Context: an optimization exercise on an open-source flow, tuned for small area and a short achievable clock period. The choices shown serve that exercise and are no tape-out recipe. Function not checked in this run: the RTL went through the layout flow alone. Power figures rest on the tool's default switching activity, not on a simulated workload.

===== design/flow/config.mk =====
export PLATFORM = sky130hd
export DESIGN_NAME = dadda_16_16
export DESIGN_NICKNAME = dadda_16_16
export VERILOG_FILES = /design/flow/design.v
export SDC_FILE = /design/flow/constraint.sdc
export NUM_CORES = 4
export LEC_CHECK = 0
export CAP_MARGIN = 20
export CORE_MARGIN = 2
export CORE_UTILIZATION = 55
export CTS_BUF_LIST = sky130_fd_sc_hd__clkbuf_8 sky130_fd_sc_hd__clkbuf_16
export CTS_CLUSTER_DIAMETER = 60
export CTS_CLUSTER_SIZE = 30
export SETUP_SLACK_MARGIN = 3.5
export SLEW_MARGIN = 20
export SYNTH_HIERARCHICAL = 1

===== design/flow/constraint.sdc =====
create_clock -name core_clock -period 7.0 [get_ports {clk}]
set_input_delay 1.4000 -clock core_clock [delete_from_list [all_inputs] [get_ports {clk}]]
set_output_delay 1.4000 -clock core_clock [all_outputs]
set_load 0.01 [all_outputs]

===== design/flow/design.v =====
module fa(input x, y, z, output s, c);
  assign s = x ^ y ^ z;
  assign c = (x & y) | (z & (x | y));
endmodule
module bsel(input a, b, one, two, neg, output pn);
  assign pn = ~(((a & one) | (b & two)) ^ neg);
endmodule
module bsel1(input a, s, neg, output pn);
  assign pn = ~((a & s) ^ neg);
endmodule
module hac(input xn, yn, output sn, cn);
  xnor_m u_s (.a(xn), .b(yn), .y(sn));
  or_m u_c (.a(xn), .b(yn), .y(cn));
endmodule
module xnor_m(input a, b, output y);
  assign y = ~(a ^ b);
endmodule
module or_m(input a, b, output y);
  assign y = a | b;
endmodule
module g_inv(input a, output y);
  assign y = ~a;
endmodule
module g_nand2(input a, b, output y);
  assign y = ~(a & b);
endmodule
module g_nor2(input a, b, output y);
  assign y = ~(a | b);
endmodule
module g_xor2(input a, b, output y);
  assign y = a ^ b;
endmodule
module g_xnor2(input a, b, output y);
  assign y = ~(a ^ b);
endmodule
module g_aoi21(input a, b, c, output y);
  assign y = ~(c | (a & b));
endmodule
module g_oai21(input a, b, c, output y);
  assign y = ~(c & (a | b));
endmodule
module dadda_16_16(mpd_in, mpr_in, op_out, clk);
  input clk;
  input [15:0] mpd_in, mpr_in;
  output [32:0] op_out;
  wire [17:0] ye = {2'b00, mpr_in};
  wire [7:0] e_one, e_two;
  genvar gi, gj;
  generate for (gi = 0; gi < 8; gi = gi + 1) begin : g_enc
    wire ym1 = (gi == 0) ? 1'b0 : ye[2*gi-1];
    assign e_one[gi] = ye[2*gi] ^ ym1;
    assign e_two[gi] = (ye[2*gi+1] & ~ye[2*gi] & ~ym1) | (~ye[2*gi+1] & ye[2*gi] & ym1);
  end endgenerate
  reg [15:0] x;
  reg [7:0] one, two, neg;
  reg [25:0] q0, q1;
  reg [5:0] ql;
  reg qc;
  wire carry_n = w270;
  wire [25:0] r0n, r1n;
  wire [5:0] sln;
  always @(posedge clk) begin
    x <= mpd_in;
    one <= e_one;
    two <= e_two;
    neg <= {mpr_in[15], mpr_in[13], mpr_in[11], mpr_in[9], mpr_in[7], mpr_in[5], mpr_in[3], mpr_in[1]};
    q0 <= r0n;
    q1 <= r1n;
    ql <= sln;
    qc <= ~carry_n;
  end
  wire [7:0] negn = ~neg;
  wire [16:0] ppn [0:7];
  generate for (gi = 0; gi < 8; gi = gi + 1) begin : g_pp
    for (gj = 0; gj < 17; gj = gj + 1) begin : g_ppj
      if (gj == 0) begin : g_lo
        bsel1 u_sel (.a(x[0]), .s(one[gi]), .neg(neg[gi]), .pn(ppn[gi][gj]));
      end else if (gj == 16) begin : g_hi
        bsel1 u_sel (.a(x[15]), .s(two[gi]), .neg(neg[gi]), .pn(ppn[gi][gj]));
      end else begin : g_mid
        bsel u_sel (.a(x[gj]), .b(x[gj-1]), .one(one[gi]), .two(two[gi]), .neg(neg[gi]), .pn(ppn[gi][gj]));
      end
    end
  end endgenerate
  wire [15:0] r8n;
  generate for (gj = 0; gj < 16; gj = gj + 1) begin : g_r8
    g_nand2 u_r8 (.a(x[gj]), .b(neg[7]), .y(r8n[gj]));
  end endgenerate
  wire ci1;
  wire ci2;
  wire ci3;
  wire ci4;
  wire ci5;
  wire ci6;
  wire w7;
  wire w8;
  wire w9;
  wire w10;
  wire w11;
  wire w12;
  wire w13;
  wire w14;
  wire w15;
  wire w16;
  wire w17;
  wire w18;
  wire w19;
  wire w20;
  wire w21;
  wire w22;
  wire w23;
  wire w24;
  wire w25;
  wire w26;
  wire w27;
  wire w28;
  wire w29;
  wire w30;
  wire w31;
  wire w32;
  wire w33;
  wire w34;
  wire w35;
  wire w36;
  wire w37;
  wire w38;
  wire w39;
  wire w40;
  wire w41;
  wire w42;
  wire w43;
  wire w44;
  wire w45;
  wire w46;
  wire w47;
  wire w48;
  wire w49;
  wire w50;
  wire w51;
  wire w52;
  wire w53;
  wire w54;
  wire w55;
  wire w56;
  wire w57;
  wire w58;
  wire w59;
  wire w60;
  wire w61;
  wire w62;
  wire w63;
  wire w64;
  wire w65;
  wire w66;
  wire w67;
  wire w68;
  wire w69;
  wire w70;
  wire w71;
  wire w72;
  wire w73;
  wire w74;
  wire w75;
  wire w76;
  wire w77;
  wire w78;
  wire w79;
  wire w80;
  wire w81;
  wire w82;
  wire w83;
  wire w84;
  wire w85;
  wire w86;
  wire w87;
  wire w88;
  wire w89;
  wire w90;
  wire w91;
  wire w92;
  wire w93;
  wire w94;
  wire w95;
  wire w96;
  wire w97;
  wire w98;
  wire w99;
  wire w100;
  wire w101;
  wire w102;
  wire w103;
  wire w104;
  wire w105;
  wire w106;
  wire w107;
  wire w108;
  wire w109;
  wire w110;
  wire w111;
  wire w112;
  wire w113;
  wire w114;
  wire w115;
  wire w116;
  wire w117;
  wire w118;
  wire w119;
  wire w120;
  wire w121;
  wire w122;
  wire w123;
  wire w124;
  wire w125;
  wire w126;
  wire w127;
  wire w128;
  wire w129;
  wire w130;
  wire w131;
  wire w132;
  wire w133;
  wire w134;
  wire w135;
  wire w136;
  wire w137;
  wire w138;
  wire w139;
  wire w140;
  wire w141;
  wire w142;
  wire w143;
  wire w144;
  wire w145;
  wire w146;
  wire w147;
  wire w148;
  wire w149;
  wire w150;
  wire w151;
  wire w152;
  wire w153;
  wire w154;
  wire w155;
  wire w156;
  wire w157;
  wire w158;
  wire w159;
  wire w160;
  wire w161;
  wire w162;
  wire w163;
  wire w164;
  wire w165;
  wire w166;
  wire w167;
  wire w168;
  wire w169;
  wire w170;
  wire w171;
  wire w172;
  wire w173;
  wire w174;
  wire w175;
  wire w176;
  wire w177;
  wire w178;
  wire w179;
  wire w180;
  wire w181;
  wire w182;
  wire w183;
  wire w184;
  wire w185;
  wire w186;
  wire w187;
  wire w188;
  wire w189;
  wire w190;
  wire w191;
  wire w192;
  wire w193;
  wire w194;
  wire w195;
  wire w196;
  wire w197;
  wire w198;
  wire w199;
  wire w200;
  wire w201;
  wire w202;
  wire w203;
  wire w204;
  wire w205;
  wire w206;
  wire w207;
  wire w208;
  wire w209;
  wire w210;
  wire w211;
  wire w212;
  wire w213;
  wire w214;
  wire w215;
  wire w216;
  wire w217;
  wire w218;
  wire w219;
  wire w220;
  wire w221;
  wire w222;
  wire w223;
  wire w224;
  wire w225;
  wire w226;
  wire w227;
  wire w228;
  wire w229;
  wire w230;
  wire w231;
  wire w232;
  wire w233;
  wire w234;
  wire w235;
  wire w236;
  wire w237;
  wire w238;
  wire w239;
  wire w240;
  wire w241;
  wire w242;
  wire w243;
  wire w244;
  wire w245;
  wire w246;
  wire w247;
  wire w248;
  wire w249;
  wire w250;
  wire w251;
  wire w252;
  wire w253;
  wire w254;
  wire w255;
  wire w256;
  wire w257;
  wire w258;
  wire w259;
  wire w260;
  wire w261;
  wire w262;
  wire w263;
  wire w264;
  wire w265;
  wire w266;
  wire w267;
  wire w268;
  wire w269;
  wire w270;
  assign ci1 = ~r8n[4];
  assign ci2 = ~r8n[6];
  assign ci3 = ~r8n[8];
  assign ci4 = ~r8n[10];
  assign ci5 = ~r8n[12];
  assign ci6 = ~r8n[14];
  hac u_w7 (.xn(negn[5]), .yn(ppn[0][10]), .sn(w7), .cn(w8));
  hac u_w9 (.xn(ppn[0][11]), .yn(ppn[1][9]), .sn(w9), .cn(w10));
  fa u_w11 (.x(negn[6]), .y(ppn[0][12]), .z(ppn[1][10]), .s(w11), .c(w12));
  hac u_w13 (.xn(ppn[2][8]), .yn(ppn[3][6]), .sn(w13), .cn(w14));
  fa u_w15 (.x(ppn[0][13]), .y(ppn[1][11]), .z(ppn[2][9]), .s(w15), .c(w16));
  hac u_w17 (.xn(ppn[3][7]), .yn(ppn[4][5]), .sn(w17), .cn(w18));
  fa u_w19 (.x(negn[7]), .y(ppn[0][14]), .z(ppn[1][12]), .s(w19), .c(w20));
  fa u_w21 (.x(ppn[2][10]), .y(ppn[3][8]), .z(ppn[4][6]), .s(w21), .c(w22));
  hac u_w23 (.xn(ppn[5][4]), .yn(ppn[6][2]), .sn(w23), .cn(w24));
  fa u_w25 (.x(ppn[0][15]), .y(ppn[1][13]), .z(ppn[2][11]), .s(w25), .c(w26));
  fa u_w27 (.x(ppn[3][9]), .y(ppn[4][7]), .z(ppn[5][5]), .s(w27), .c(w28));
  hac u_w29 (.xn(ppn[6][3]), .yn(ppn[7][1]), .sn(w29), .cn(w30));
  fa u_w31 (.x(r8n[0]), .y(ppn[0][16]), .z(ppn[1][14]), .s(w31), .c(w32));
  fa u_w33 (.x(ppn[2][12]), .y(ppn[3][10]), .z(ppn[4][8]), .s(w33), .c(w34));
  fa u_w35 (.x(ppn[5][6]), .y(ppn[6][4]), .z(ppn[7][2]), .s(w35), .c(w36));
  fa u_w37 (.x(r8n[1]), .y(negn[0]), .z(ppn[1][15]), .s(w37), .c(w38));
  fa u_w39 (.x(ppn[2][13]), .y(ppn[3][11]), .z(ppn[4][9]), .s(w39), .c(w40));
  fa u_w41 (.x(ppn[5][7]), .y(ppn[6][5]), .z(ppn[7][3]), .s(w41), .c(w42));
  fa u_w43 (.x(r8n[2]), .y(negn[0]), .z(ppn[1][16]), .s(w43), .c(w44));
  fa u_w45 (.x(ppn[2][14]), .y(ppn[3][12]), .z(ppn[4][10]), .s(w45), .c(w46));
  fa u_w47 (.x(ppn[5][8]), .y(ppn[6][6]), .z(ppn[7][4]), .s(w47), .c(w48));
  fa u_w49 (.x(r8n[3]), .y(neg[0]), .z(neg[1]), .s(w49), .c(w50));
  fa u_w51 (.x(ppn[2][15]), .y(ppn[3][13]), .z(ppn[4][11]), .s(w51), .c(w52));
  fa u_w53 (.x(ppn[5][9]), .y(ppn[6][7]), .z(ppn[7][5]), .s(w53), .c(w54));
  fa u_w55 (.x(ci1), .y(ppn[2][16]), .z(ppn[3][14]), .s(w55), .c(w56));
  fa u_w57 (.x(ppn[4][12]), .y(ppn[5][10]), .z(ppn[6][8]), .s(w57), .c(w58));
  fa u_w59 (.x(r8n[5]), .y(r8n[4]), .z(neg[2]), .s(w59), .c(w60));
  fa u_w61 (.x(ppn[3][15]), .y(ppn[4][13]), .z(ppn[5][11]), .s(w61), .c(w62));
  fa u_w63 (.x(ci2), .y(ppn[3][16]), .z(ppn[4][14]), .s(w63), .c(w64));
  fa u_w65 (.x(r8n[7]), .y(r8n[6]), .z(neg[3]), .s(w65), .c(w66));
  hac u_w67 (.xn(negn[3]), .yn(ppn[0][6]), .sn(w67), .cn(w68));
  hac u_w69 (.xn(ppn[0][7]), .yn(ppn[1][5]), .sn(w69), .cn(w70));
  fa u_w71 (.x(negn[4]), .y(ppn[0][8]), .z(ppn[1][6]), .s(w71), .c(w72));
  hac u_w73 (.xn(ppn[2][4]), .yn(ppn[3][2]), .sn(w73), .cn(w74));
  fa u_w75 (.x(ppn[0][9]), .y(ppn[1][7]), .z(ppn[2][5]), .s(w75), .c(w76));
  hac u_w77 (.xn(ppn[3][3]), .yn(ppn[4][1]), .sn(w77), .cn(w78));
  fa u_w79 (.x(ppn[1][8]), .y(ppn[2][6]), .z(ppn[3][4]), .s(w79), .c(w80));
  fa u_w81 (.x(ppn[4][2]), .y(ppn[5][0]), .z(w7), .s(w81), .c(w82));
  fa u_w83 (.x(ppn[2][7]), .y(ppn[3][5]), .z(ppn[4][3]), .s(w83), .c(w84));
  fa u_w85 (.x(ppn[5][1]), .y(w8), .z(w9), .s(w85), .c(w86));
  fa u_w87 (.x(ppn[4][4]), .y(ppn[5][2]), .z(ppn[6][0]), .s(w87), .c(w88));
  fa u_w89 (.x(w10), .y(w13), .z(w11), .s(w89), .c(w90));
  fa u_w91 (.x(ppn[5][3]), .y(ppn[6][1]), .z(w14), .s(w91), .c(w92));
  fa u_w93 (.x(w17), .y(w12), .z(w15), .s(w93), .c(w94));
  fa u_w95 (.x(ppn[7][0]), .y(w18), .z(w23), .s(w95), .c(w96));
  fa u_w97 (.x(w16), .y(w19), .z(w21), .s(w97), .c(w98));
  fa u_w99 (.x(w24), .y(w29), .z(w20), .s(w99), .c(w100));
  fa u_w101 (.x(w22), .y(w25), .z(w27), .s(w101), .c(w102));
  fa u_w103 (.x(w30), .y(w26), .z(w28), .s(w103), .c(w104));
  fa u_w105 (.x(w31), .y(w33), .z(w35), .s(w105), .c(w106));
  fa u_w107 (.x(w32), .y(w34), .z(w36), .s(w107), .c(w108));
  fa u_w109 (.x(w37), .y(w39), .z(w41), .s(w109), .c(w110));
  fa u_w111 (.x(w38), .y(w40), .z(w42), .s(w111), .c(w112));
  fa u_w113 (.x(w43), .y(w45), .z(w47), .s(w113), .c(w114));
  fa u_w115 (.x(w44), .y(w46), .z(w48), .s(w115), .c(w116));
  fa u_w117 (.x(w49), .y(w51), .z(w53), .s(w117), .c(w118));
  fa u_w119 (.x(ppn[7][6]), .y(w50), .z(w52), .s(w119), .c(w120));
  fa u_w121 (.x(w54), .y(w55), .z(w57), .s(w121), .c(w122));
  fa u_w123 (.x(ppn[6][9]), .y(ppn[7][7]), .z(w56), .s(w123), .c(w124));
  fa u_w125 (.x(w58), .y(w59), .z(w61), .s(w125), .c(w126));
  fa u_w127 (.x(ppn[5][12]), .y(ppn[6][10]), .z(ppn[7][8]), .s(w127), .c(w128));
  fa u_w129 (.x(w60), .y(w62), .z(w63), .s(w129), .c(w130));
  fa u_w131 (.x(ppn[4][15]), .y(ppn[5][13]), .z(ppn[6][11]), .s(w131), .c(w132));
  fa u_w133 (.x(ppn[7][9]), .y(w64), .z(w65), .s(w133), .c(w134));
  fa u_w135 (.x(ci3), .y(ppn[4][16]), .z(ppn[5][14]), .s(w135), .c(w136));
  fa u_w137 (.x(ppn[6][12]), .y(ppn[7][10]), .z(w66), .s(w137), .c(w138));
  fa u_w139 (.x(r8n[9]), .y(r8n[8]), .z(neg[4]), .s(w139), .c(w140));
  fa u_w141 (.x(ppn[5][15]), .y(ppn[6][13]), .z(ppn[7][11]), .s(w141), .c(w142));
  fa u_w143 (.x(ci4), .y(ppn[5][16]), .z(ppn[6][14]), .s(w143), .c(w144));
  fa u_w145 (.x(r8n[11]), .y(r8n[10]), .z(neg[5]), .s(w145), .c(w146));
  hac u_w147 (.xn(negn[2]), .yn(ppn[0][4]), .sn(w147), .cn(w148));
  hac u_w149 (.xn(ppn[0][5]), .yn(ppn[1][3]), .sn(w149), .cn(w150));
  fa u_w151 (.x(ppn[1][4]), .y(ppn[2][2]), .z(ppn[3][0]), .s(w151), .c(w152));
  fa u_w153 (.x(ppn[2][3]), .y(ppn[3][1]), .z(w68), .s(w153), .c(w154));
  fa u_w155 (.x(ppn[4][0]), .y(w70), .z(w73), .s(w155), .c(w156));
  fa u_w157 (.x(w74), .y(w77), .z(w72), .s(w157), .c(w158));
  fa u_w159 (.x(w78), .y(w76), .z(w79), .s(w159), .c(w160));
  fa u_w161 (.x(w80), .y(w83), .z(w82), .s(w161), .c(w162));
  fa u_w163 (.x(w84), .y(w87), .z(w86), .s(w163), .c(w164));
  fa u_w165 (.x(w88), .y(w91), .z(w90), .s(w165), .c(w166));
  fa u_w167 (.x(w92), .y(w95), .z(w94), .s(w167), .c(w168));
  fa u_w169 (.x(w96), .y(w98), .z(w99), .s(w169), .c(w170));
  fa u_w171 (.x(w100), .y(w102), .z(w103), .s(w171), .c(w172));
  fa u_w173 (.x(w104), .y(w106), .z(w107), .s(w173), .c(w174));
  fa u_w175 (.x(w108), .y(w110), .z(w111), .s(w175), .c(w176));
  fa u_w177 (.x(w112), .y(w114), .z(w115), .s(w177), .c(w178));
  fa u_w179 (.x(w116), .y(w118), .z(w119), .s(w179), .c(w180));
  fa u_w181 (.x(w120), .y(w122), .z(w123), .s(w181), .c(w182));
  fa u_w183 (.x(w127), .y(w124), .z(w126), .s(w183), .c(w184));
  fa u_w185 (.x(w128), .y(w131), .z(w130), .s(w185), .c(w186));
  fa u_w187 (.x(w132), .y(w135), .z(w137), .s(w187), .c(w188));
  fa u_w189 (.x(w136), .y(w139), .z(w141), .s(w189), .c(w190));
  fa u_w191 (.x(ppn[7][12]), .y(w140), .z(w142), .s(w191), .c(w192));
  fa u_w193 (.x(ppn[6][15]), .y(ppn[7][13]), .z(w144), .s(w193), .c(w194));
  fa u_w195 (.x(ci5), .y(ppn[6][16]), .z(ppn[7][14]), .s(w195), .c(w196));
  fa u_w197 (.x(r8n[13]), .y(r8n[12]), .z(neg[6]), .s(w197), .c(w198));
  hac u_w199 (.xn(negn[1]), .yn(ppn[0][2]), .sn(w199), .cn(w200));
  hac u_w201 (.xn(ppn[0][3]), .yn(ppn[1][1]), .sn(w201), .cn(w202));
  fa u_w203 (.x(ppn[1][2]), .y(ppn[2][0]), .z(w147), .s(w203), .c(w204));
  fa u_w205 (.x(ppn[2][1]), .y(w148), .z(w149), .s(w205), .c(w206));
  fa u_w207 (.x(w150), .y(w67), .z(w151), .s(w207), .c(w208));
  fa u_w209 (.x(w69), .y(w152), .z(w153), .s(w209), .c(w210));
  fa u_w211 (.x(w71), .y(w154), .z(w155), .s(w211), .c(w212));
  fa u_w213 (.x(w75), .y(w156), .z(w157), .s(w213), .c(w214));
  fa u_w215 (.x(w81), .y(w158), .z(w159), .s(w215), .c(w216));
  fa u_w217 (.x(w85), .y(w160), .z(w161), .s(w217), .c(w218));
  fa u_w219 (.x(w89), .y(w162), .z(w163), .s(w219), .c(w220));
  fa u_w221 (.x(w93), .y(w164), .z(w165), .s(w221), .c(w222));
  fa u_w223 (.x(w97), .y(w166), .z(w167), .s(w223), .c(w224));
  fa u_w225 (.x(w101), .y(w168), .z(w169), .s(w225), .c(w226));
  fa u_w227 (.x(w105), .y(w170), .z(w171), .s(w227), .c(w228));
  fa u_w229 (.x(w109), .y(w172), .z(w173), .s(w229), .c(w230));
  fa u_w231 (.x(w113), .y(w174), .z(w175), .s(w231), .c(w232));
  fa u_w233 (.x(w117), .y(w176), .z(w177), .s(w233), .c(w234));
  fa u_w235 (.x(w121), .y(w178), .z(w179), .s(w235), .c(w236));
  fa u_w237 (.x(w125), .y(w180), .z(w181), .s(w237), .c(w238));
  fa u_w239 (.x(w129), .y(w182), .z(w183), .s(w239), .c(w240));
  fa u_w241 (.x(w133), .y(w184), .z(w185), .s(w241), .c(w242));
  fa u_w243 (.x(w134), .y(w186), .z(w187), .s(w243), .c(w244));
  fa u_w245 (.x(w138), .y(w189), .z(w188), .s(w245), .c(w246));
  fa u_w247 (.x(w143), .y(w190), .z(w191), .s(w247), .c(w248));
  fa u_w249 (.x(w145), .y(w192), .z(w193), .s(w249), .c(w250));
  fa u_w251 (.x(w146), .y(w195), .z(w194), .s(w251), .c(w252));
  fa u_w253 (.x(ppn[7][15]), .y(w196), .z(w197), .s(w253), .c(w254));
  fa u_w255 (.x(ci6), .y(ppn[7][16]), .z(w198), .s(w255), .c(w256));
  fa u_w257 (.x(r8n[15]), .y(r8n[14]), .z(neg[7]), .s(w257), .c(w258));
  hac u_w259 (.xn(negn[0]), .yn(ppn[0][0]), .sn(w259), .cn(w260));
  hac u_w261 (.xn(ppn[0][1]), .yn(w260), .sn(w261), .cn(w262));
  fa u_w263 (.x(w199), .y(ppn[1][0]), .z(w262), .s(w263), .c(w264));
  fa u_w265 (.x(w200), .y(w201), .z(w264), .s(w265), .c(w266));
  fa u_w267 (.x(w202), .y(w203), .z(w266), .s(w267), .c(w268));
  fa u_w269 (.x(w204), .y(w205), .z(w268), .s(w269), .c(w270));
  g_nor2 u_g0 (.a(w206), .b(w207), .y(r0n[0]));
  g_xor2 u_p0 (.a(w206), .b(w207), .y(r1n[0]));
  g_nor2 u_g1 (.a(w208), .b(w209), .y(r0n[1]));
  g_xor2 u_p1 (.a(w208), .b(w209), .y(r1n[1]));
  g_nor2 u_g2 (.a(w210), .b(w211), .y(r0n[2]));
  g_xor2 u_p2 (.a(w210), .b(w211), .y(r1n[2]));
  g_nor2 u_g3 (.a(w212), .b(w213), .y(r0n[3]));
  g_xor2 u_p3 (.a(w212), .b(w213), .y(r1n[3]));
  g_nor2 u_g4 (.a(w214), .b(w215), .y(r0n[4]));
  g_xor2 u_p4 (.a(w214), .b(w215), .y(r1n[4]));
  g_nor2 u_g5 (.a(w216), .b(w217), .y(r0n[5]));
  g_xor2 u_p5 (.a(w216), .b(w217), .y(r1n[5]));
  g_nor2 u_g6 (.a(w218), .b(w219), .y(r0n[6]));
  g_xor2 u_p6 (.a(w218), .b(w219), .y(r1n[6]));
  g_nor2 u_g7 (.a(w220), .b(w221), .y(r0n[7]));
  g_xor2 u_p7 (.a(w220), .b(w221), .y(r1n[7]));
  g_nor2 u_g8 (.a(w222), .b(w223), .y(r0n[8]));
  g_xor2 u_p8 (.a(w222), .b(w223), .y(r1n[8]));
  g_nor2 u_g9 (.a(w224), .b(w225), .y(r0n[9]));
  g_xor2 u_p9 (.a(w224), .b(w225), .y(r1n[9]));
  g_nor2 u_g10 (.a(w226), .b(w227), .y(r0n[10]));
  g_xor2 u_p10 (.a(w226), .b(w227), .y(r1n[10]));
  g_nor2 u_g11 (.a(w228), .b(w229), .y(r0n[11]));
  g_xor2 u_p11 (.a(w228), .b(w229), .y(r1n[11]));
  g_nor2 u_g12 (.a(w230), .b(w231), .y(r0n[12]));
  g_xor2 u_p12 (.a(w230), .b(w231), .y(r1n[12]));
  g_nor2 u_g13 (.a(w232), .b(w233), .y(r0n[13]));
  g_xor2 u_p13 (.a(w232), .b(w233), .y(r1n[13]));
  g_nor2 u_g14 (.a(w234), .b(w235), .y(r0n[14]));
  g_xor2 u_p14 (.a(w234), .b(w235), .y(r1n[14]));
  g_nor2 u_g15 (.a(w236), .b(w237), .y(r0n[15]));
  g_xor2 u_p15 (.a(w236), .b(w237), .y(r1n[15]));
  g_nor2 u_g16 (.a(w238), .b(w239), .y(r0n[16]));
  g_xor2 u_p16 (.a(w238), .b(w239), .y(r1n[16]));
  g_nor2 u_g17 (.a(w240), .b(w241), .y(r0n[17]));
  g_xor2 u_p17 (.a(w240), .b(w241), .y(r1n[17]));
  g_nor2 u_g18 (.a(w242), .b(w243), .y(r0n[18]));
  g_xor2 u_p18 (.a(w242), .b(w243), .y(r1n[18]));
  g_nor2 u_g19 (.a(w244), .b(w245), .y(r0n[19]));
  g_xor2 u_p19 (.a(w244), .b(w245), .y(r1n[19]));
  g_nor2 u_g20 (.a(w246), .b(w247), .y(r0n[20]));
  g_xor2 u_p20 (.a(w246), .b(w247), .y(r1n[20]));
  g_nor2 u_g21 (.a(w248), .b(w249), .y(r0n[21]));
  g_xor2 u_p21 (.a(w248), .b(w249), .y(r1n[21]));
  g_nor2 u_g22 (.a(w250), .b(w251), .y(r0n[22]));
  g_xor2 u_p22 (.a(w250), .b(w251), .y(r1n[22]));
  g_nor2 u_g23 (.a(w252), .b(w253), .y(r0n[23]));
  g_xor2 u_p23 (.a(w252), .b(w253), .y(r1n[23]));
  g_nor2 u_g24 (.a(w254), .b(w255), .y(r0n[24]));
  g_xor2 u_p24 (.a(w254), .b(w255), .y(r1n[24]));
  g_nor2 u_g25 (.a(w256), .b(w257), .y(r0n[25]));
  g_xor2 u_p25 (.a(w256), .b(w257), .y(r1n[25]));
  assign sln[0] = w259;
  assign sln[1] = w261;
  assign sln[2] = w263;
  assign sln[3] = w265;
  assign sln[4] = w267;
  assign sln[5] = w269;
  wire a1;
  wire a2;
  wire a3;
  wire a4;
  wire a5;
  wire a6;
  wire a7;
  wire a8;
  wire a9;
  wire a10;
  wire a11;
  wire a12;
  wire a13;
  wire a14;
  wire a15;
  wire a16;
  wire a17;
  wire a18;
  wire a19;
  wire a20;
  wire a21;
  wire a22;
  wire a23;
  wire a24;
  wire a25;
  wire a26;
  wire a27;
  wire a28;
  wire a29;
  wire a30;
  wire a31;
  wire a32;
  wire a33;
  wire a34;
  wire a35;
  wire a36;
  wire a37;
  wire a38;
  wire a39;
  wire a40;
  wire a41;
  wire a42;
  wire a43;
  wire a44;
  wire a45;
  wire a46;
  wire a47;
  wire a48;
  wire a49;
  wire a50;
  wire a51;
  wire a52;
  wire a53;
  wire a54;
  wire a55;
  wire a56;
  wire a57;
  wire a58;
  wire a59;
  wire a60;
  wire a61;
  wire a62;
  wire a63;
  wire a64;
  wire a65;
  wire a66;
  wire a67;
  wire a68;
  wire a69;
  wire a70;
  wire a71;
  wire a72;
  wire a73;
  wire a74;
  wire a75;
  wire a76;
  wire a77;
  wire a78;
  wire a79;
  wire a80;
  wire a81;
  wire a82;
  wire a83;
  wire a84;
  wire a85;
  wire a86;
  wire a87;
  wire a88;
  wire a89;
  wire a90;
  wire a91;
  wire a92;
  wire a93;
  wire a94;
  wire a95;
  wire a96;
  wire a97;
  wire a98;
  wire a99;
  wire a100;
  wire a101;
  wire a102;
  wire a103;
  wire a104;
  wire a105;
  wire a106;
  wire a107;
  wire a108;
  wire a109;
  wire a110;
  wire a111;
  wire a112;
  wire a113;
  wire a114;
  wire a115;
  wire a116;
  wire a117;
  wire a118;
  wire a119;
  wire a120;
  wire a121;
  wire a122;
  wire a123;
  wire a124;
  wire a125;
  wire a126;
  wire a127;
  wire a128;
  wire a129;
  wire a130;
  wire a131;
  wire a132;
  wire a133;
  wire a134;
  wire a135;
  wire a136;
  wire a137;
  wire a138;
  wire a139;
  wire a140;
  wire a141;
  wire a142;
  wire a143;
  wire a144;
  wire a145;
  wire a146;
  wire a147;
  wire a148;
  wire a149;
  wire a150;
  wire a151;
  wire a152;
  wire a153;
  g_aoi21 u_a1 (.a(q1[0]), .b(qc), .c(q0[0]), .y(a1));
  g_aoi21 u_a2 (.a(q1[2]), .b(q0[1]), .c(q0[2]), .y(a2));
  g_nand2 u_a3 (.a(q1[2]), .b(q1[1]), .y(a3));
  g_aoi21 u_a4 (.a(q1[4]), .b(q0[3]), .c(q0[4]), .y(a4));
  g_nand2 u_a5 (.a(q1[4]), .b(q1[3]), .y(a5));
  g_aoi21 u_a6 (.a(q1[6]), .b(q0[5]), .c(q0[6]), .y(a6));
  g_nand2 u_a7 (.a(q1[6]), .b(q1[5]), .y(a7));
  g_aoi21 u_a8 (.a(q1[8]), .b(q0[7]), .c(q0[8]), .y(a8));
  g_nand2 u_a9 (.a(q1[8]), .b(q1[7]), .y(a9));
  g_aoi21 u_a10 (.a(q1[10]), .b(q0[9]), .c(q0[10]), .y(a10));
  g_nand2 u_a11 (.a(q1[10]), .b(q1[9]), .y(a11));
  g_aoi21 u_a12 (.a(q1[12]), .b(q0[11]), .c(q0[12]), .y(a12));
  g_nand2 u_a13 (.a(q1[12]), .b(q1[11]), .y(a13));
  g_aoi21 u_a14 (.a(q1[14]), .b(q0[13]), .c(q0[14]), .y(a14));
  g_nand2 u_a15 (.a(q1[14]), .b(q1[13]), .y(a15));
  g_aoi21 u_a16 (.a(q1[16]), .b(q0[15]), .c(q0[16]), .y(a16));
  g_nand2 u_a17 (.a(q1[16]), .b(q1[15]), .y(a17));
  g_aoi21 u_a18 (.a(q1[18]), .b(q0[17]), .c(q0[18]), .y(a18));
  g_nand2 u_a19 (.a(q1[18]), .b(q1[17]), .y(a19));
  g_aoi21 u_a20 (.a(q1[20]), .b(q0[19]), .c(q0[20]), .y(a20));
  g_nand2 u_a21 (.a(q1[20]), .b(q1[19]), .y(a21));
  g_aoi21 u_a22 (.a(q1[22]), .b(q0[21]), .c(q0[22]), .y(a22));
  g_nand2 u_a23 (.a(q1[22]), .b(q1[21]), .y(a23));
  g_aoi21 u_a24 (.a(q1[24]), .b(q0[23]), .c(q0[24]), .y(a24));
  g_nand2 u_a25 (.a(q1[24]), .b(q1[23]), .y(a25));
  g_inv u_a26 (.a(a1), .y(a26));
  g_aoi21 u_a27 (.a(q1[1]), .b(a26), .c(q0[1]), .y(a27));
  g_oai21 u_a28 (.a(a3), .b(a1), .c(a2), .y(a28));
  g_inv u_a29 (.a(a4), .y(a29));
  g_aoi21 u_a30 (.a(q1[5]), .b(a29), .c(q0[5]), .y(a30));
  g_inv u_a31 (.a(a5), .y(a31));
  g_nand2 u_a32 (.a(q1[5]), .b(a31), .y(a32));
  g_oai21 u_a33 (.a(a7), .b(a4), .c(a6), .y(a33));
  g_nor2 u_a34 (.a(a7), .b(a5), .y(a34));
  g_inv u_a35 (.a(a8), .y(a35));
  g_aoi21 u_a36 (.a(q1[9]), .b(a35), .c(q0[9]), .y(a36));
  g_inv u_a37 (.a(a9), .y(a37));
  g_nand2 u_a38 (.a(q1[9]), .b(a37), .y(a38));
  g_oai21 u_a39 (.a(a11), .b(a8), .c(a10), .y(a39));
  g_nor2 u_a40 (.a(a11), .b(a9), .y(a40));
  g_inv u_a41 (.a(a12), .y(a41));
  g_aoi21 u_a42 (.a(q1[13]), .b(a41), .c(q0[13]), .y(a42));
  g_inv u_a43 (.a(a13), .y(a43));
  g_nand2 u_a44 (.a(q1[13]), .b(a43), .y(a44));
  g_oai21 u_a45 (.a(a15), .b(a12), .c(a14), .y(a45));
  g_nor2 u_a46 (.a(a15), .b(a13), .y(a46));
  g_inv u_a47 (.a(a16), .y(a47));
  g_aoi21 u_a48 (.a(q1[17]), .b(a47), .c(q0[17]), .y(a48));
  g_inv u_a49 (.a(a17), .y(a49));
  g_nand2 u_a50 (.a(q1[17]), .b(a49), .y(a50));
  g_oai21 u_a51 (.a(a19), .b(a16), .c(a18), .y(a51));
  g_nor2 u_a52 (.a(a19), .b(a17), .y(a52));
  g_inv u_a53 (.a(a20), .y(a53));
  g_aoi21 u_a54 (.a(q1[21]), .b(a53), .c(q0[21]), .y(a54));
  g_inv u_a55 (.a(a21), .y(a55));
  g_nand2 u_a56 (.a(q1[21]), .b(a55), .y(a56));
  g_oai21 u_a57 (.a(a23), .b(a20), .c(a22), .y(a57));
  g_nor2 u_a58 (.a(a23), .b(a21), .y(a58));
  g_inv u_a59 (.a(a24), .y(a59));
  g_aoi21 u_a60 (.a(q1[25]), .b(a59), .c(q0[25]), .y(a60));
  g_inv u_a61 (.a(a25), .y(a61));
  g_nand2 u_a62 (.a(q1[25]), .b(a61), .y(a62));
  g_aoi21 u_a63 (.a(q1[3]), .b(a28), .c(q0[3]), .y(a63));
  g_inv u_a64 (.a(a28), .y(a64));
  g_oai21 u_a65 (.a(a5), .b(a64), .c(a4), .y(a65));
  g_oai21 u_a66 (.a(a32), .b(a64), .c(a30), .y(a66));
  g_oai21 u_a67 (.a(a3), .b(a1), .c(a2), .y(a67));
  g_aoi21 u_a68 (.a(a34), .b(a67), .c(a33), .y(a68));
  g_aoi21 u_a69 (.a(q1[11]), .b(a39), .c(q0[11]), .y(a69));
  g_nand2 u_a70 (.a(q1[11]), .b(a40), .y(a70));
  g_inv u_a71 (.a(a39), .y(a71));
  g_oai21 u_a72 (.a(a13), .b(a71), .c(a12), .y(a72));
  g_nand2 u_a73 (.a(a43), .b(a40), .y(a73));
  g_oai21 u_a74 (.a(a44), .b(a71), .c(a42), .y(a74));
  g_inv u_a75 (.a(a44), .y(a75));
  g_nand2 u_a76 (.a(a75), .b(a40), .y(a76));
  g_oai21 u_a77 (.a(a11), .b(a8), .c(a10), .y(a77));
  g_aoi21 u_a78 (.a(a46), .b(a77), .c(a45), .y(a78));
  g_nand2 u_a79 (.a(a46), .b(a40), .y(a79));
  g_aoi21 u_a80 (.a(q1[19]), .b(a51), .c(q0[19]), .y(a80));
  g_nand2 u_a81 (.a(q1[19]), .b(a52), .y(a81));
  g_inv u_a82 (.a(a51), .y(a82));
  g_oai21 u_a83 (.a(a21), .b(a82), .c(a20), .y(a83));
  g_nand2 u_a84 (.a(a55), .b(a52), .y(a84));
  g_oai21 u_a85 (.a(a56), .b(a82), .c(a54), .y(a85));
  g_inv u_a86 (.a(a56), .y(a86));
  g_nand2 u_a87 (.a(a86), .b(a52), .y(a87));
  g_oai21 u_a88 (.a(a19), .b(a16), .c(a18), .y(a88));
  g_aoi21 u_a89 (.a(a58), .b(a88), .c(a57), .y(a89));
  g_nand2 u_a90 (.a(a58), .b(a52), .y(a90));
  g_inv u_a91 (.a(a68), .y(a91));
  g_aoi21 u_a92 (.a(q1[7]), .b(a91), .c(q0[7]), .y(a92));
  g_oai21 u_a93 (.a(a9), .b(a68), .c(a8), .y(a93));
  g_oai21 u_a94 (.a(a38), .b(a68), .c(a36), .y(a94));
  g_aoi21 u_a95 (.a(a34), .b(a67), .c(a33), .y(a95));
  g_inv u_a96 (.a(a95), .y(a96));
  g_aoi21 u_a97 (.a(a40), .b(a96), .c(a39), .y(a97));
  g_oai21 u_a98 (.a(a70), .b(a95), .c(a69), .y(a98));
  g_inv u_a99 (.a(a72), .y(a99));
  g_oai21 u_a100 (.a(a73), .b(a95), .c(a99), .y(a100));
  g_inv u_a101 (.a(a74), .y(a101));
  g_oai21 u_a102 (.a(a76), .b(a95), .c(a101), .y(a102));
  g_oai21 u_a103 (.a(a79), .b(a95), .c(a78), .y(a103));
  g_inv u_a104 (.a(a89), .y(a104));
  g_aoi21 u_a105 (.a(q1[23]), .b(a104), .c(q0[23]), .y(a105));
  g_inv u_a106 (.a(a90), .y(a106));
  g_nand2 u_a107 (.a(q1[23]), .b(a106), .y(a107));
  g_oai21 u_a108 (.a(a25), .b(a89), .c(a24), .y(a108));
  g_nor2 u_a109 (.a(a25), .b(a90), .y(a109));
  g_oai21 u_a110 (.a(a62), .b(a89), .c(a60), .y(a110));
  g_nor2 u_a111 (.a(a62), .b(a90), .y(a111));
  g_aoi21 u_a112 (.a(q1[15]), .b(a103), .c(q0[15]), .y(a112));
  g_inv u_a113 (.a(a103), .y(a113));
  g_oai21 u_a114 (.a(a17), .b(a113), .c(a16), .y(a114));
  g_oai21 u_a115 (.a(a50), .b(a113), .c(a48), .y(a115));
  g_oai21 u_a116 (.a(a79), .b(a95), .c(a78), .y(a116));
  g_aoi21 u_a117 (.a(a52), .b(a116), .c(a51), .y(a117));
  g_inv u_a118 (.a(a116), .y(a118));
  g_oai21 u_a119 (.a(a81), .b(a118), .c(a80), .y(a119));
  g_inv u_a120 (.a(a84), .y(a120));
  g_aoi21 u_a121 (.a(a120), .b(a116), .c(a83), .y(a121));
  g_inv u_a122 (.a(a87), .y(a122));
  g_aoi21 u_a123 (.a(a122), .b(a116), .c(a85), .y(a123));
  g_oai21 u_a124 (.a(a90), .b(a118), .c(a89), .y(a124));
  g_oai21 u_a125 (.a(a107), .b(a118), .c(a105), .y(a125));
  g_aoi21 u_a126 (.a(a109), .b(a116), .c(a108), .y(a126));
  g_aoi21 u_a127 (.a(a111), .b(a116), .c(a110), .y(a127));
  g_xor2 u_a128 (.a(q1[0]), .b(qc), .y(a128));
  g_xnor2 u_a129 (.a(q1[1]), .b(a1), .y(a129));
  g_xnor2 u_a130 (.a(q1[2]), .b(a27), .y(a130));
  g_xor2 u_a131 (.a(q1[3]), .b(a28), .y(a131));
  g_xnor2 u_a132 (.a(q1[4]), .b(a63), .y(a132));
  g_xor2 u_a133 (.a(q1[5]), .b(a65), .y(a133));
  g_xor2 u_a134 (.a(q1[6]), .b(a66), .y(a134));
  g_xnor2 u_a135 (.a(q1[7]), .b(a68), .y(a135));
  g_xnor2 u_a136 (.a(q1[8]), .b(a92), .y(a136));
  g_xor2 u_a137 (.a(q1[9]), .b(a93), .y(a137));
  g_xor2 u_a138 (.a(q1[10]), .b(a94), .y(a138));
  g_xnor2 u_a139 (.a(q1[11]), .b(a97), .y(a139));
  g_xor2 u_a140 (.a(q1[12]), .b(a98), .y(a140));
  g_xor2 u_a141 (.a(q1[13]), .b(a100), .y(a141));
  g_xor2 u_a142 (.a(q1[14]), .b(a102), .y(a142));
  g_xor2 u_a143 (.a(q1[15]), .b(a103), .y(a143));
  g_xnor2 u_a144 (.a(q1[16]), .b(a112), .y(a144));
  g_xor2 u_a145 (.a(q1[17]), .b(a114), .y(a145));
  g_xor2 u_a146 (.a(q1[18]), .b(a115), .y(a146));
  g_xnor2 u_a147 (.a(q1[19]), .b(a117), .y(a147));
  g_xor2 u_a148 (.a(q1[20]), .b(a119), .y(a148));
  g_xnor2 u_a149 (.a(q1[21]), .b(a121), .y(a149));
  g_xnor2 u_a150 (.a(q1[22]), .b(a123), .y(a150));
  g_xor2 u_a151 (.a(q1[23]), .b(a124), .y(a151));
  g_xor2 u_a152 (.a(q1[24]), .b(a125), .y(a152));
  g_xnor2 u_a153 (.a(q1[25]), .b(a126), .y(a153));
  wire [25:0] hi;
  assign hi[0] = a128;
  assign hi[1] = a129;
  assign hi[2] = a130;
  assign hi[3] = a131;
  assign hi[4] = a132;
  assign hi[5] = a133;
  assign hi[6] = a134;
  assign hi[7] = a135;
  assign hi[8] = a136;
  assign hi[9] = a137;
  assign hi[10] = a138;
  assign hi[11] = a139;
  assign hi[12] = a140;
  assign hi[13] = a141;
  assign hi[14] = a142;
  assign hi[15] = a143;
  assign hi[16] = a144;
  assign hi[17] = a145;
  assign hi[18] = a146;
  assign hi[19] = a147;
  assign hi[20] = a148;
  assign hi[21] = a149;
  assign hi[22] = a150;
  assign hi[23] = a151;
  assign hi[24] = a152;
  assign hi[25] = a153;
  assign op_out = {1'b0, hi, ~ql};
endmodule

===== design/flow/flow/run.sh =====
#!/bin/bash
# Standard layout (the standard.sh) with two changes:
#  - after synthesis, flow/post_synth.tcl takes logic cells down to their
#    smallest drive strength (timing repair later sizes up what it needs);
#  - the port buffers are buf_1 cells (sized up by repair where needed).
set -euo pipefail
here=$(pwd)
bash standard.sh POST_SYNTH_TCL=$here/flow/post_synth.tcl \
  "BUFFER_PORTS_ARGS=-buffer_cell sky130_fd_sc_hd__buf_1" finish > $here/standard_flow.log 2>&1

===== design/flow/flow/post_synth.tcl =====
# After synthesis: take every logic cell down to the smallest drive strength
# of its own kind and drop the buffers synthesis inserted; timing repair in the
# later steps sizes up what the critical paths need.
set n_resized 0
foreach inst [get_cells *] {
  set master [get_property $inst ref_name]
  if {![regexp {^(sky130_fd_sc_hd__[a-z0-9]+)_([0-9]+)$} $master -> base size]} { continue }
  if {[regexp {__(df|dl|sdf|edf|conb|tap|fill|decap|clk)} $base]} { continue }
  set best ""
  set best_area 1e9
  foreach s {0 1 2 4} {
    set lc [get_lib_cells -quiet */${base}_$s]
    if {$lc eq ""} { continue }
    if {[get_property $lc dont_use]} { continue }
    set a [get_property $lc area]
    if {$a < $best_area} { set best_area $a; set best [get_name $lc] }
  }
  if {$best ne "" && $best ne $master} {
    replace_cell $inst $best
    incr n_resized
  }
}
puts "post_synth: resized $n_resized cells"
remove_buffers
# The first-stage registers each drive a row or column of Booth selectors
# (16-17 loads): give them the strongest flip-flop of their kind.
set n_up 0
foreach inst [get_cells *] {
  if {[regexp {^(x|one|two|neg)\[} [get_name $inst]] && [get_property $inst ref_name] eq "sky130_fd_sc_hd__dfxtp_1"} {
    replace_cell $inst sky130_fd_sc_hd__dfxtp_4
    incr n_up
  }
}
puts "post_synth: upsized $n_up first-stage flip-flops"

===== design/flow/standard.sh =====
#!/bin/bash
# synth_recipe.tcl (not shown) runs the flow's synth.tcl, then flattens the netlist and writes it again
# the make line also repeats each setting of config.mk as NAME=value (left out here)
make -C /OpenROAD-flow-scripts/flow DESIGN_CONFIG=/design/flow/config.mk WORK_HOME=/design/flow/orfs CLKGATE_MAP_FILE= SYNTH_SCRIPT=/design/flow/synth_recipe.tcl "${@:-finish}"

==> reports/metrics.cfg <==
[clock_network]
cts.htree.levels=3
cts_root_buffer=clkbuf_16
cts.sinks=98
cts_tree=built
clockBufferDepth=2
clkSlewWorstSetupHoldPaths_ns=0.08
cts_buffers=9
holdBufCountCts=0
insertion_delay_ns=0.36

[cells_and_area]
regArea_um2=2126
post-route-util_pct=63.37
nFillCells=1230
area_growth_pct=12.12
drive_gt1_share_pct=11.75
multiInputGateArea_um2=6101
final_cell_count_no_fill=1052
num_antenna_cells=0
nets=1012

[logic_synthesis]
yosysWarnings=7
netlist_area_um2=8245
synthCells=782
synthesis.nets=931
avgSynthCellArea_um2=10.54

[critical_path]
required_ns=5.60
cp_slowest_cell=dfxtp_4
worstSetupPathType=reg -> out
r2r_start=neg[0]
ff2ff_path_depth=8
worstReg2RegEnd=qc
cp_cell_sequence=a21oi_4 > o21ai_4 > a21oi_4 > o21ai_4 > inv_2 > o21ai_1 > xor2_1 > clkbuf_2
r2r_slack_ns=3.74
crit_start=q1[0]
cp.arrival_ns=2.02
path_buf_inv=2
slowest_delay_ns=0.37
startpoint_type=flop
crit_fanout=5
crit_family=compound AO/OA/AOI/OAI gates
end_kind=output port

[route]
drt_pass1_iterations=5
vias_per_cell=5.728
drt-total-wl_um=20300
routedWlPerCell_um=19.30
via_count=6026
drtIter0Drc=410
drcViolationCount=0
drtAntennaViolNets=0

[placement]
pre_cts_ws_ns=3.066
routabilityCongestion=0.8412
io_buffers=64
place_inst=1030
dp_hpwl_um=14330

[run_status]
outcome=timing/DRC/antenna clean

[hold_path]
hold_depth=3
hold_start=one[0]
timing.hold.worst_endpoint=ql[0]
hold_path_class=reg -> reg

[sta]
whs_ns=0.7588
clock_skew_ns=0.01248
fin_crit_sh_pct=48.86
timing.final.ws_setup_ns=3.580
finalSetupViolCount=0
hold_viol_final=0
drv_slew=0
fin_tns_setup_ns=0
rsz0062_at_grt=yes
min_period_ns=3.420
max_freq_mhz=292.4

[global_route]
grt-ovfl-total=0
grt_max_degree=36
grt_pass1_vias=6518
antenna_found_initial=0
grt_usage_pct=26.74
grt_first_pass_wirelength_um=33730

[pwr]
p_comb_share_pct=61.9
p_sw_mw=1.800
vdd_drop_max_mv=0.2126
power.internal_mw=2.222
p_leak_nw=3.576
pwr-share-seq_pct=25.0
p_sw_share_pct=44.75
powerDensity_nw_per_um2=435.0
clkPwrFrac_pct=13.1

[floorplan]
io_pins=66
design.die.area_um2=15990
die_w_um=126.4
row_count=44
placeableCoreArea_um2=14590
die_y_um=126.4
start_util_pct=56.52

[run]
drv_cap=0

## final cells by class
type | instances | share of cell area (%)
repair buffers | 70 | 3.140
well taps | 184 | 2.490
multi-input cells | 637 | 65.99
flip-flops and latches | 98 | 22.99
clock inverters | 7 | 1.042
inverters | 47 | 1.908
clock buffers | 9 | 2.436
## power by group through the flow
stage	registers, mW	clock network, mW	logic [mW]
floorplan	0.924	0	1.84
CTS	0.979	0.544	2.44
global placement	0.981	0	2.31
global route	1.03	0.571	2.85
finish	1.01	0.528	2.49
detailed placement	0.990	0	2.38
## placed cells by master (no fill, tap or decap), types with 2 or more instances in the layout
cell type	n
o21ai_2	2
clkbuf_2	3
xor2_1	184
dfxtp_1	49
nor2_4	2
xnor2_1	27
o21ai_0	24
buf_1	60
fa_1	116
clkbuf_16	9
nand2_2	4
dfxtp_4	41
nor2_1	28
a21oi_1	21
a22oi_1	120
a21oi_4	2
a21oi_2	11
nand2b_1	7
nand3b_1	7
o21ai_4	4
inv_1	46
buf_4	6
nand2_1	54
o21ai_1	5
dfxtp_2	8
or2_0	16
inv_8	3
## worst max-delay path by stage
stage / slack, ns / endpoint / cells past startpoint
floorplan: 3.90 / op_out[30] / 7
global placement: 3.20 / op_out[29] / 8
detailed placement: 3.07 / op_out[30] / 8
CTS: 3.48 / op_out[24] / 8
global route: 3.47 / op_out[25] / 7
finish: 3.58 / op_out[30] / 8
## worst reg2reg max path, stage by stage, from the launching register on
cell and delay (ns):
dfxtp_4 0.56, inv_1 0.27, or2_0 0.29, or2_0 0.27, fa_1 0.43, fa_1 0.44
fa_1 0.43, fa_1 0.44, inv_1 0.07
## metrics by stage
step	power, mW	area, um2
2_1_floorplan	2.767	8245
3_3_place_gp	3.288	8716
3_5_place_dp	3.374	8716
4_1_cts	3.960	9096
5_1_grt	4.447	9245
6_report	4.022	9245
## metal layers
metal	global-route usage [%]	vias up	wire length (um)
met1	35.46	2994	8455
li1	-	2789	-
met2	44.76	217	10180
met4	7.951	0	332
met3	5.188	26	1333
met5	0	-	0
## registers in the layout (all words and copies together) (netlist names)
| register | flops |
|---|---|
| ql | 6 |
| two | 8 |
| x | 16 |
| q1 | 26 |
| qc | 1 |
| one | 8 |
| q0 | 25 |
| neg | 8 |
## timing repair
action | 4_1_cts | 5_1_grt
pin swaps | 3 | 8
setup buffers | 1 | 5
resized for setup | 19 | 42
endpoints found under the setup margin | 18 | 14

## re-timing with driven ports
The results above use ideal ports. As a check the final layout listed here was re-extracted and re-timed, cells and wires unchanged.
Step 1 sets driving cells, clkbuf_16 on the clock port and buf_2 on the other inputs (assumed; they add their load-dependent delay and slew).
Step 2 moves the port delays by t, midway between the first and last clock arrival at a register: inputs arrive t later, outputs are due t later. That takes back most of the time a late clock gives input paths.
Slacks: ideal ports / drivers / drivers and shift; pairs: ideal ports / drivers.
t, ns: 0.393
setup WS [ns]: 3.580 / 3.536 / 3.738
worst slew at a driven data input, ns: 0.04
cell pins on the clock port's net: 1
After both steps setup and hold are still met in this run. The setup slack of this run moves by -0.044 ns with the drivers and by +0.158 ns with both steps.
